This is an optimization exercise on Yosys and OpenROAD, whose aim is small area, not a production implementation.
The RTL was checked by simulation tests, not by an equivalence proof against the original design.
The flow treats the clock pin as an ideal source, which a real chip does not have.
No activity file was given, so power comes from the tool's default toggle rates.

### flow/flow/run.sh
#!/bin/bash
# Layout flow: the standard flow (standard.sh: the standard synthesis and
# ORFS steps, unchanged), with three changes to how the layout is made:
#  - the port buffers are buf_1 instead of ORFS's default choice;
#  - CTS uses clkbuf_4 (root clkbuf_8) and no dummy loads;
#  - after CTS, post_cts.tcl gives the clock buffers whose flip-flop clock
#    pins would see a slow slew a clkbuf_8 instead, and legalizes again.
# Each tool's full output goes to standard.log (and ORFS's own logs under
# orfs/logs).
set -e
export BUFFER_PORTS_ARGS="-buffer_cell sky130_fd_sc_hd__buf_1"
export CTS_ARGS="-sink_clustering_enable -repair_clock_nets -dont_use_dummy_load -root_buf sky130_fd_sc_hd__clkbuf_8 -buf_list sky130_fd_sc_hd__clkbuf_4"
export POST_CTS_TCL="$PWD/flow/post_cts.tcl"
bash standard.sh > standard.log 2>&1
### flow/flow/post_cts.tcl
# After CTS: give each clock buffer that drives flip-flop clock pins with a
# slow slew the next larger clock buffer, then legalize the placement again.
proc my_fix_clock_slew { limit_ns } {
  estimate_parasitics -placement
  set changed 0
  foreach inst [get_cells clkbuf_*] {
    set cell [get_property [get_lib_cells -of_objects $inst] name]
    if { $cell != "sky130_fd_sc_hd__clkbuf_4" } { continue }
    set worst 0
    foreach pin [get_pins -of_objects [get_nets -of_objects [get_pins [get_name $inst]/X]] -filter "direction == input"] {
      set s [get_property $pin slew_max]
      if { $s > $worst } { set worst $s }
    }
    if { $worst > $limit_ns } {
      replace_cell $inst sky130_fd_sc_hd__clkbuf_8
      incr changed
    }
  }
  puts "my_fix_clock_slew: $changed clock buffers upsized"
  return $changed
}
if { [my_fix_clock_slew 0.110] > 0 } {
  detailed_placement
  check_placement -verbose
  estimate_parasitics -placement
}
### flow/standard.sh
#!/bin/bash
# synth_recipe.tcl (not shown) runs the flow's synth.tcl, then flattens the netlist and writes it again
# the make line also repeats each setting of config.mk as NAME=value (left out here)
make -C /OpenROAD-flow-scripts/flow DESIGN_CONFIG=/design/flow/config.mk WORK_HOME=/design/flow/orfs CLKGATE_MAP_FILE= SYNTH_SCRIPT=/design/flow/synth_recipe.tcl "${@:-finish}"
### flow/config.mk
export PLATFORM = sky130hd
export DESIGN_NAME = whack_a_mole
export DESIGN_NICKNAME = whack_a_mole
export VERILOG_FILES = /design/flow/design.v
export SDC_FILE = /design/flow/constraint.sdc
export NUM_CORES = 4
export LEC_CHECK = 0
export CAP_MARGIN = 20
export CORE_MARGIN = 2
export CORE_UTILIZATION = 70
export PLACE_DENSITY = 0.8
export SLEW_MARGIN = 20
### flow/constraint.sdc
create_clock -name core_clock -period 10.0 [get_ports {clk}]
set_input_delay 2.0000 -clock core_clock [delete_from_list [all_inputs] [get_ports {clk}]]
set_output_delay 2.0000 -clock core_clock [all_outputs]
set_load 0.01 [all_outputs]
### flow/design.v
`timescale 1ns / 1ps
module clock(
    input clk,
    input rst,
    input difficulty,
    output reg mole_tick,
    output fast_tick,
    output [1:0] digit,
    output reg blink,
    output sound_tick
    );
    localparam [15:0] M_37500 = 16'h3f4c;
    localparam [15:0] M_50000 = 16'h0e1f;
    localparam [14:0] B_20000 = 15'h03d7;
    reg [15:0] m;
    reg past;
    reg mole_clk;
    reg [5:0] f;
    reg [1:0] d;
    reg [14:0] b;
    reg [5:0] s;
    wire m_37500 = ((m & 16'hefdf) == (M_37500 & 16'hefdf));
    wire m_wrap = difficulty ? (m_37500 | past) : ((m & 16'hf7fb) == (M_50000 & 16'hf7fb));
    wire b_wrap = ((b & 15'h7fdb) == (B_20000 & 15'h7fdb));
    wire s_wrap = ((s & 6'h1d) == 6'h14);
    always @(posedge clk)
    begin
        if (rst || m_wrap)
            m <= 16'd0;
        else
            m <= {~m[14:0], m[15] ^ m[2]};
        if (rst || m_wrap)
            past <= 1'b0;
        else if (m_37500)
            past <= 1'b1;
        if (rst)
            mole_clk <= 1'b0;
        else if (m_wrap)
            mole_clk <= ~mole_clk;
        mole_tick <= ~rst & m_wrap & ~mole_clk;
        if (rst)
            f <= 6'd0;
        else
            f <= {f[4:0], f[5] ^ f[4] ^ (f[4:0] == 5'd0)};
        if (rst)
            d <= 2'd0;
        else if (fast_tick)
            d <= d + 2'd1;
        if (rst || b_wrap)
            b <= 15'd0;
        else
            b <= {~b[13:0], b[14] ^ b[0]};
        if (rst)
            blink <= 1'b0;
        else if (b_wrap)
            blink <= ~blink;
        if (rst || s_wrap)
            s <= 6'd0;
        else
            s <= {~s[4:0], s[5] ^ s[0]};
    end
    assign fast_tick = (f == 6'h24);
    assign digit = d;
    assign sound_tick = ((s & 6'h2f) == 6'h06);
endmodule
`timescale 1ns / 1ps
module reset(
    input btn,
    input clk,
    input rst,
    output reg reset
    );
    always @(posedge clk)
        reset <= ~rst & btn;
endmodule
`timescale 1ns / 1ps
module start(
    input btn,
    input clk,
    input rst,
    input reset,
    output reg enable
    );
    always @(posedge clk)
    begin
        if (rst || reset)
            enable <= 1'b0;
        else if (btn)
            enable <= 1'b1;
    end
endmodule
`timescale 1ns / 1ps
module difficulty(
    input clk,
    input rst,
    input tick,
    input difficulty_btn,
    output reg difficulty
    );
    localparam [11:0] C_3000 = 12'he84;
    reg [11:0] c;
    wire c_0 = ((c & 12'h7fb) == 12'd0);
    wire c_3000 = ((c & 12'hfb7) == (C_3000 & 12'hfb7));
    always @(posedge clk)
    begin
        if (rst)
        begin
            difficulty <= 1'b0;
            c <= 12'd0;
        end
        else if (tick)
        begin
            if (!difficulty_btn)
                c <= 12'd0;
            else if (c_3000)
                c <= 12'd1;
            else
                c <= {c[10:0], ~(c[11] ^ c[10])};
            if (difficulty_btn && (c_0 || c_3000))
                difficulty <= ~difficulty;
        end
    end
endmodule
`timescale 1ns / 1ps
module random(
    clk, rst, tick, reset,
    data
    );
    input clk;
    input rst;
    input tick;
    input reset;
    output reg [4:0] data;
    reg [4:0] data_next;
    always @* begin
        data_next[4] = data[4]^data[1];
        data_next[3] = data[3]^data[0];
        data_next[2] = data[2]^data_next[4];
        data_next[1] = data[1]^data_next[3];
        data_next[0] = data[0]^data_next[2];
    end
    always @(posedge clk)
    begin
        if (tick | rst)
        begin
            if (reset | rst)
                data <= 5'h1f;
            else
                data <= data_next;
        end
    end
endmodule
`timescale 1ns / 1ps
module mole(
    input enable,
    input clk,
    input rst,
    input tick,
    input reset,
    input difficulty,
    input [4:0] mole,
    output reg [4:0] led,
    output reg blink,
    output reg end_enable,
    output reg start_enable,
    output led_changed
    );
    reg [4:0] i;
    wire i_31 = (i == 5'h15);
    wire i_0 = (i == 5'd0);
    wire i_30 = (i == 5'h1f);
    wire [3:0] pat = {difficulty & mole[3], mole[2:0]};
    wire clr = reset | i_31;
    wire set = ~reset & ~i_31 & ~i_0;
    assign led_changed = tick & (reset | enable) &
        (clr ? led[4] : (set & (~led[4] | (led[3:0] != pat))));
    always @(posedge clk)
    begin
        if (rst)
        begin
            i <= 5'd0;
            blink <= 1'b0;
            led <= 5'd0;
            end_enable <= 1'b0;
            start_enable <= 1'b0;
        end
        else if (tick)
        begin
            if (reset)
            begin
                i <= 5'd0;
                blink <= 1'b0;
                led <= 5'd0;
                end_enable <= 1'b0;
            end
            else if (enable)
            begin
                if (i_31)
                begin
                    end_enable <= ~end_enable;
                    blink <= 1'b1;
                    led <= 5'd0;
                end
                else if (i_0)
                    start_enable <= ~start_enable;
                else
                begin
                    start_enable <= 1'b0;
                    end_enable <= 1'b0;
                    led <= {1'b1, pat};
                end
                i <= i_30 ? 5'h15 : {~i[3:0], i[4] ^ i[1]};
            end
        end
    end
endmodule
`timescale 1ns / 1ps
module display(
    input [3:0] digit0,
    input [3:0] digit1,
    input [3:0] digit2,
    input [3:0] digit3,
    input clk,
    input rst,
    input tick,
    input [1:0] cnt,
    input blink,
    input blink_enable,
    input enable,
    input btn,
    input difficulty,
    output [3:0] AN,
    output [7:0] seg
    );
    reg blank;
    reg [4:0] v;
    wire mode = btn & ~enable;
    wire blank_v = ~mode & blink & blink_enable;
    reg [3:0] dig;
    always @*
    begin
        case (cnt)
            2'd0: dig = digit0;
            2'd1: dig = digit1;
            2'd2: dig = digit2;
            default: dig = digit3;
        endcase
    end
    always @(posedge clk)
    begin
        if (rst)
        begin
            blank <= 1'b1;
            v <= 5'd28;
        end
        else if (tick)
        begin
            blank <= blank_v;
            if (!blank_v)
                v <= mode ? {1'b1, cnt[1], difficulty, cnt[0], 1'b1} : {1'b0, dig};
        end
    end
    wire [6:0] s;
    assign s[0] = (v[0] & v[1] & v[3]) | (~v[1] & v[2] & v[4]) | (v[1] & v[2] & v[3]);
    assign s[1] = (~v[1] & v[3]) | (~v[1] & ~v[2] & v[4]);
    assign s[2] = ~((v[0] & v[1]) | (~v[1] & ~v[4]) | (v[1] & v[3]) | (v[2] & ~v[3]) | (~v[2] & v[3]));
    assign s[3] = ~((~v[1] & ~v[2]) | (~v[0] & ~v[2]) | (v[1] & v[3] & v[4]) | (v[0] & v[2] & ~v[4]));
    assign s[4] = (~v[2] & v[3]) | (~v[0] & v[2]) | (v[0] & ~v[2] & ~v[4]);
    assign s[5] = (~v[0] & v[1]) | (v[2] & v[3] & v[4]);
    assign s[6] = ~((v[0]) | (v[1] & ~v[2]));
    assign AN = blank ? 4'b1111 : ~(4'b1000 >> (cnt - 2'd1));
    assign seg = {1'b1, s};
endmodule
`timescale 1ns / 1ps
module whack(
    input clk,
    input rst,
    input tick,
    input [7:0] sw,
    input [4:0] led,
    input led_changed,
    input reset,
    input god_mode,
    output reg [3:0] digit0,
    output reg [3:0] digit1,
    output reg [3:0] digit2,
    output reg [3:0] digit3,
    output reg [7:0] led_out,
    output reg sound_enable
    );
    reg z;
    reg mchg;
    reg [7:0] state;
    reg god;
    wire [15:0] p;
    assign p = 16'd1 << led[3:0];
    wire [7:0] pat;
    assign pat[7] = led[4] & (p[0] | p[8] | p[10]);
    assign pat[6] = led[4] & (p[1] | p[9] | p[14]);
    assign pat[5] = led[4] & (p[2] | p[10] | p[15]);
    assign pat[4] = led[4] & (p[3] | p[11] | p[12]);
    assign pat[3] = led[4] & (p[4] | p[9] | p[12]);
    assign pat[2] = led[4] & (p[5] | p[13]);
    assign pat[1] = led[4] & (p[6] | p[11] | p[14]);
    assign pat[0] = led[4] & (p[7] | p[8] | p[13] | p[15]);
    wire chg = z ? led[4] : mchg;
    wire [7:0] lo0 = chg ? pat : led_out;
    wire [7:0] lo1 = god_mode ? 8'hff : (god ? 8'h00 : lo0);
    wire [7:0] flip = sw ^ state;
    wire hit = |(flip & lo1);
    function is9;
        input [3:0] d;
        is9 = d[0] & ~d[2] & ~d[3];
    endfunction
    function [3:0] inc;
        input [3:0] d;
        inc = is9(d) ? 4'd0 : {~d[2:0], d[3] ^ d[2]};
    endfunction
    wire n3 = is9(digit3);
    wire n2 = is9(digit2);
    wire n1 = is9(digit1);
    wire n0 = is9(digit0);
    always @(posedge clk)
    begin
        if (rst)
        begin
            z <= 1'b1;
            mchg <= 1'b0;
        end
        else
        begin
            if (tick)
                z <= reset;
            if (led_changed)
                mchg <= 1'b1;
            else if (tick)
                mchg <= 1'b0;
        end
    end
    wire en = tick | rst;
    wire clr = reset | rst;
    wire c2 = hit & n3;
    wire c1 = c2 & n2;
    always @(posedge clk)
    begin
        if (en)
        begin
            if (clr)
            begin
                digit0 <= 4'd0;
                digit1 <= 4'd0;
                digit2 <= 4'd0;
                digit3 <= 4'd0;
                state <= 8'd0;
                led_out <= 8'd0;
                sound_enable <= 1'b0;
                if (rst)
                    god <= 1'b0;
            end
            else
            begin
                led_out <= lo1 & ~flip;
                state <= sw;
                god <= god_mode;
                sound_enable <= hit;
                if (hit)
                    digit3 <= inc(digit3);
                if (c2)
                    digit2 <= inc(digit2);
                if (c1 & ~(n1 & n0))
                    digit1 <= inc(digit1);
                if (c1 & n1 & ~n0)
                    digit0 <= inc(digit0);
            end
        end
    end
endmodule
`timescale 1ns / 1ps
module sound(
    input clk,
    input rst,
    input tick,
    input enable,
    input start_enable,
    input end_enable,
    input god_mode,
    output reg speaker
    );
    localparam [9:0] C_1000 = 10'h2b2;
    reg [9:0] c;
    wire event_v = enable | start_enable | end_enable;
    wire idle = &c;
    wire c_1000 = (c == C_1000);
    always @(posedge clk)
    begin
        if (rst)
        begin
            speaker <= 1'b0;
            c <= 10'h3ff;
        end
        else if (tick)
        begin
            if (event_v)
                c <= 10'd0;
            else if (c_1000)
                c <= 10'h3ff;
            else
                c <= {c[8:0], ~(c[9] ^ c[6])};
            speaker <= (event_v || !(c_1000 || idle)) & ~speaker;
        end
    end
endmodule
`timescale 1ns / 1ps
module konami(
    input up_btn, down_btn, left_btn, right_btn, mid_btn,
    input clk,
    input rst,
    input tick,
    output reg god_mode
    );
    reg [1:0] mem;
    reg up_s, down_s, left_s, right_s;
    wire [4:0] b = {up_btn, down_btn, left_btn, right_btn, mid_btn};
    always @(posedge clk)
    begin
        if (rst)
        begin
            god_mode <= 1'b0;
            mem <= 2'd0;
            up_s <= 1'b0;
            down_s <= 1'b0;
            left_s <= 1'b0;
            right_s <= 1'b0;
        end
        else if (tick)
        begin
            case (b)
                5'b10000: up_s <= 1'b1;
                5'b01000: down_s <= 1'b1;
                5'b00100: left_s <= 1'b1;
                5'b00010: right_s <= 1'b1;
                5'b00000:
                begin
                    if (up_s)
                    begin
                        mem <= (mem == 2'b00) ? 2'b01 : 2'b00;
                        up_s <= 1'b0;
                    end
                    else if (down_s)
                    begin
                        mem <= (mem == 2'b01) ? 2'b11 : 2'b00;
                        down_s <= 1'b0;
                    end
                    else if (left_s)
                    begin
                        mem <= (mem == 2'b11) ? 2'b10 : 2'b00;
                        left_s <= 1'b0;
                    end
                    else if (right_s)
                    begin
                        if (mem == 2'b10)
                            god_mode <= ~god_mode;
                        mem <= 2'd0;
                        right_s <= 1'b0;
                    end
                end
                default: ;
            endcase
        end
    end
endmodule
`timescale 1ns / 1ps
module whack_a_mole(
    input clk,
    input rst,
    input [7:0] sw,
    input start,
    input reset_btn,
    input difficulty_btn,
    input left,
    input down,
    output [7:0] led,
    output [7:0] seg,
    output [3:0] an,
    output speaker
    );
    wire reset;
    wire enable;
    wire mole_tick;
    wire fast_tick;
    wire [1:0] digit;
    wire blink;
    wire blink_enable;
    wire sound_tick;
    wire sound_enable;
    wire end_enable;
    wire start_enable;
    wire led_changed;
    wire [4:0] mole_num;
    wire [4:0] led_code;
    wire [3:0] digit0, digit1, digit2, digit3;
    wire difficulty;
    wire god_mode;
    start btn (
        .btn(start), .clk(clk), .rst(rst), .reset(reset), .enable(enable));
    reset rst_btn (
        .btn(reset_btn), .clk(clk), .rst(rst), .reset(reset));
    difficulty diff (
        .clk(clk), .rst(rst), .tick(fast_tick),
        .difficulty_btn(difficulty_btn), .difficulty(difficulty));
    clock clock (
        .clk(clk), .rst(rst), .difficulty(difficulty),
        .mole_tick(mole_tick), .fast_tick(fast_tick), .digit(digit),
        .blink(blink), .sound_tick(sound_tick));
    random random (
        .clk(clk), .rst(rst), .tick(fast_tick), .reset(reset), .data(mole_num));
    mole mole (
        .reset(reset), .enable(enable), .clk(clk), .rst(rst), .tick(mole_tick),
        .difficulty(difficulty), .led(led_code), .mole(mole_num),
        .blink(blink_enable), .end_enable(end_enable),
        .start_enable(start_enable), .led_changed(led_changed));
    display display (
        .digit0(digit0), .digit1(digit1), .digit2(digit2), .digit3(digit3),
        .clk(clk), .rst(rst), .tick(fast_tick), .cnt(digit), .blink(blink),
        .blink_enable(blink_enable), .enable(enable), .btn(difficulty_btn),
        .difficulty(difficulty), .AN(an), .seg(seg));
    whack whack (
        .reset(reset), .clk(clk), .rst(rst), .tick(fast_tick), .sw(sw),
        .god_mode(god_mode), .led(led_code), .led_changed(led_changed),
        .digit0(digit0), .digit1(digit1), .digit2(digit2), .digit3(digit3),
        .led_out(led), .sound_enable(sound_enable));
    sound sound (
        .clk(clk), .rst(rst), .tick(sound_tick), .enable(sound_enable),
        .start_enable(start_enable), .end_enable(end_enable),
        .speaker(speaker), .god_mode(god_mode));
    konami konami (
        .up_btn(difficulty_btn), .down_btn(down), .left_btn(left),
        .right_btn(reset_btn), .mid_btn(start), .clk(clk), .rst(rst),
        .tick(fast_tick), .god_mode(god_mode));
endmodule
==> results.txt <==
==> layer usage <==
metal | part of all wire [%] | up-vias
met4 | 1.1 | 0
met3 | 3.6 | 12
met5 | 0 | -
met1 | 47 | 2092
met2 | 48 | 96
li1 | - | 2191
==> per-stage QoR <==
stage,hold WS (ns),utilization [%]
2_1_floorplan,0.3682,-
3_3_place_gp,0.3732,73.86
3_5_place_dp,0.3805,73.86
5_1_grt,0.3875,75.82
6_report,0.3795,75.82
==> layout by cell type (no fill, tap or decap), types with 5 or more instances in the layout <==
| cell type | instances |
|---|---|
| nand2b_1 | 8 |
| nor2_1 | 100 |
| clkbuf_8 | 5 |
| nor4_1 | 9 |
| nor3_1 | 16 |
| or2_2 | 5 |
| nor2b_1 | 19 |
| dfxtp_1 | 103 |
| and2_1 | 11 |
| buf_1 | 33 |
| edfxtp_1 | 39 |
| nand2_1 | 38 |
| nand3_1 | 10 |
| inv_1 | 10 |
| xnor2_1 | 19 |
| a22o_1 | 8 |
| nand4_1 | 7 |
| a221o_1 | 10 |
| o21ai_0 | 19 |
| clkbuf_4 | 12 |
| xor2_1 | 13 |
| a22oi_1 | 6 |
| ha_1 | 7 |
| a21oi_1 | 30 |
| nor3b_1 | 9 |
==> sequential cells by signal, summed over array words and instances (netlist names), 2 cells and up <==
| register | count |
|---|---|
| mole.i | 5 |
| display.v | 5 |
| clock.m | 16 |
| whack.led_out | 8 |
| clock.b | 15 |
| clock.f | 6 |
| mole.led | 5 |
| whack.state | 8 |
| whack.digit1 | 4 |
| clock.s | 6 |
| diff.c | 12 |
| whack.digit2 | 4 |
| clock.d | 2 |
| whack.digit0 | 4 |
| random.data | 5 |
| sound.c | 10 |
| whack.digit3 | 4 |
| konami.mem | 2 |
==> cells by family (layout without fill, tap and decap cells) <==
| kind of cell | Yosys count | after routing | share of synthesized area (%) |
|---|---|---|---|
| compound gates | 120 | 120 | 14.42 |
| xor+xnor | 32 | 32 | 4.667 |
| fa+ha+maj | 7 | 7 | 1.458 |
| buf+inv | 44 | 62 | 3.521 |
| flops | 142 | 142 | 53.83 |
| mux | 3 | 3 | 0.5416 |
| other cells | 1 | 1 | 0.06244 |
| simple gates | 256 | 256 | 21.50 |
==> area by class of cell <==
class                   count  area (um^2)
clock buffers              17        158.9
fillers                   615         1997
inverters                  10        37.54
multi-input cells         419         2564
flip-flops and latches    142         3233
well taps                 105        131.4
repair buffers             35        136.4
==> worst reg2reg max path: stages, from the launching register on <==
cell and delay (ns):
dfxtp_1 0.33, inv_1 0.06, ha_1 0.21, and3_1 0.33, nor2_1 0.71, inv_1 0.67, a31o_1 0.41
==> power breakdown <==
group / switching [uW] / leakage, uW / internal [uW]
Clock: 164 / 0.0000912 / 100
Combinational: 42.0 / 0.000961 / 28.4
Sequential: 18.6 / 0.00123 / 618
Total: 225 / 0.00228 / 747
==> final timing paths <==
| kind | from | to | slack, ns | cells past startpoint |
|---|---|---|---|---|
| worst max-delay path | rst | whack.digit2[1] | 5.86 | 5 |
| worst min-delay path | clock.b[5] | clock.b[6] | 0.38 | 1 |
| worst min register to register | clock.b[5] | clock.b[6] | 0.38 | 1 |
| worst max register to register | clock.f[4] | whack.digit2[1] | 7.03 | 6 |
==> results.ini <==
[yosys]
synth.yosys.seq_area_share_pct = 53.83
synth_edf_count = 39
ys_types = 70
synth_ff_type = dfxtp_1
synthTopCellsByCount = dfxtp_1, nor2_1, edfxtp_1
synth_top_area_share_pct = 34.33
synthCells = 605
synth_most_common_cell = dfxtp_1
netlist_top_cells_area = dfxtp_1, edfxtp_1, nor2_1
syn-cell-area_mm2 = 0.006006
yosys_warnings = 10
synth.net_count = 627
ys_seq_elements = 142
ys_async_sr_fraction_pct = 0
synth_area_per_cell_um2 = 9.927
synth_top_area_cell = dfxtp_1

[detailed_routing]
routed_wl_um = 11020
firstDrtPassIters = 5
avgRoutedWirePerCell_um = 15.14
via_per_inst = 6.032
postRouteAntennaNets = 0
dr_total_vias = 4391
drc = 0
drtIter0Drc = 208

[critical_path]
crit_chain = clkbuf_2 -> buf_4 -> nor2_1 -> inv_1 -> a31o_1
critPathArrivalTime_ns = 4.28
endpoint_kind = register
cp_top_family = buffers and inverters
cpPeakStageDelay_ns = 0.74
worstSetupPathType = in -> reg
cp-start-kind = input pin
crit_path_max_fanout = 71
worst-path-buf-inv = 3
worst_path_max_delay_cell = nor2_1
crit_required_ns = 10.14

[global_route]
overflow = 0
grt_max_degree = 72
antenna_found_initial = 0
grt_pass1_wl_um = 19020
grt_pass1_vias = 4170
grt_usage_pct = 24.55
grt_use_met1_pct = 33.37
use_met3_pct = 6.142
busiest_layer = met2
grt_use_met2_pct = 39.48

[cells_and_area]
drive_gt1_share_pct = 6.421
fin_area_mm2 = 0.006261
fin_nets = 647
stdcell_count = 728
area_delta_synth_final_pct = 4.250
antenna_cells = 0

[timing]
fin_ws_ns = 5.864
worst_pin_slew_ns = 0.9291
fin_skew_ns = 0.03149
slew_headroom_pct = 37.99
rsz0062_at_grt = false
setup_tns_ns = 0
final_max_slew_viol_count = 0
fmax_mhz = 241.8
finalCritPeriodShare_pct = 41.36
timing_hold_violations_final = 0
setup_violations = 0
fin_crit_ns = 4.136

[pwr]
cellLeakagePower_uw = 0.002283
ir_drop_uv = 135.6
p_per_area_mw_per_mm2 = 155.2
total_power_uw = 971.9

[run_status]
status = timing/DRC/antenna clean

[placed_design]
placed_cell_area_mm2 = 0.006100
gp_congestion = 0.9051
dpl.cell_count = 711
portBuffers = 34
dp_hpwl_um = 7712
dpl_worst_slack_ns = 5.467

[floorplanning]
num_rows = 33
start_util_pct = 72.73
fp.dieArea_mm2 = 0.009336
die_h_um = 96.63
core_mm2 = 0.008258
die_w_um = 96.63
ios = 36

[clock_tree]
cts_tree = yes
cts_sinks = 142
clk_pin_slew_ns = 0.10
clk_latency_ns = 0.41

[hold_path]
hp-class = reg -> reg

[flow_run]
cap_violations = 0

==> static timing again, ports no longer ideal <==
Ports are ideal in the flow. The routed layout listed here was re-timed in OpenROAD. Step 1 (the two cells are an assumption about what drives the block):
set clk [get_ports {clk}]
set_driving_cell -lib_cell sky130_fd_sc_hd__clkbuf_16 $clk
set_driving_cell -lib_cell sky130_fd_sc_hd__buf_2 [delete_from_list [all_inputs] $clk]
Step 2 also shifts input and output timing later by t, the mid clock arrival at the registers, as if the neighbouring blocks saw the same clock. Slacks: no drivers / after step 1 / after step 2; pairs: no drivers / after step 1.
t (ns): 0.426
setup slack, ns: 5.864 / 5.876 / 5.449
hold slack, ns: 0.379 / 0.380 / 0.380
worst register clock-pin slew, ns: 0.10 / 0.10
worst data-port slew with drivers (ns): 0.04
After both steps this run still meets setup and hold. For this run, drivers alone change the setup slack by +0.012 ns; drivers and shift together by -0.415 ns.
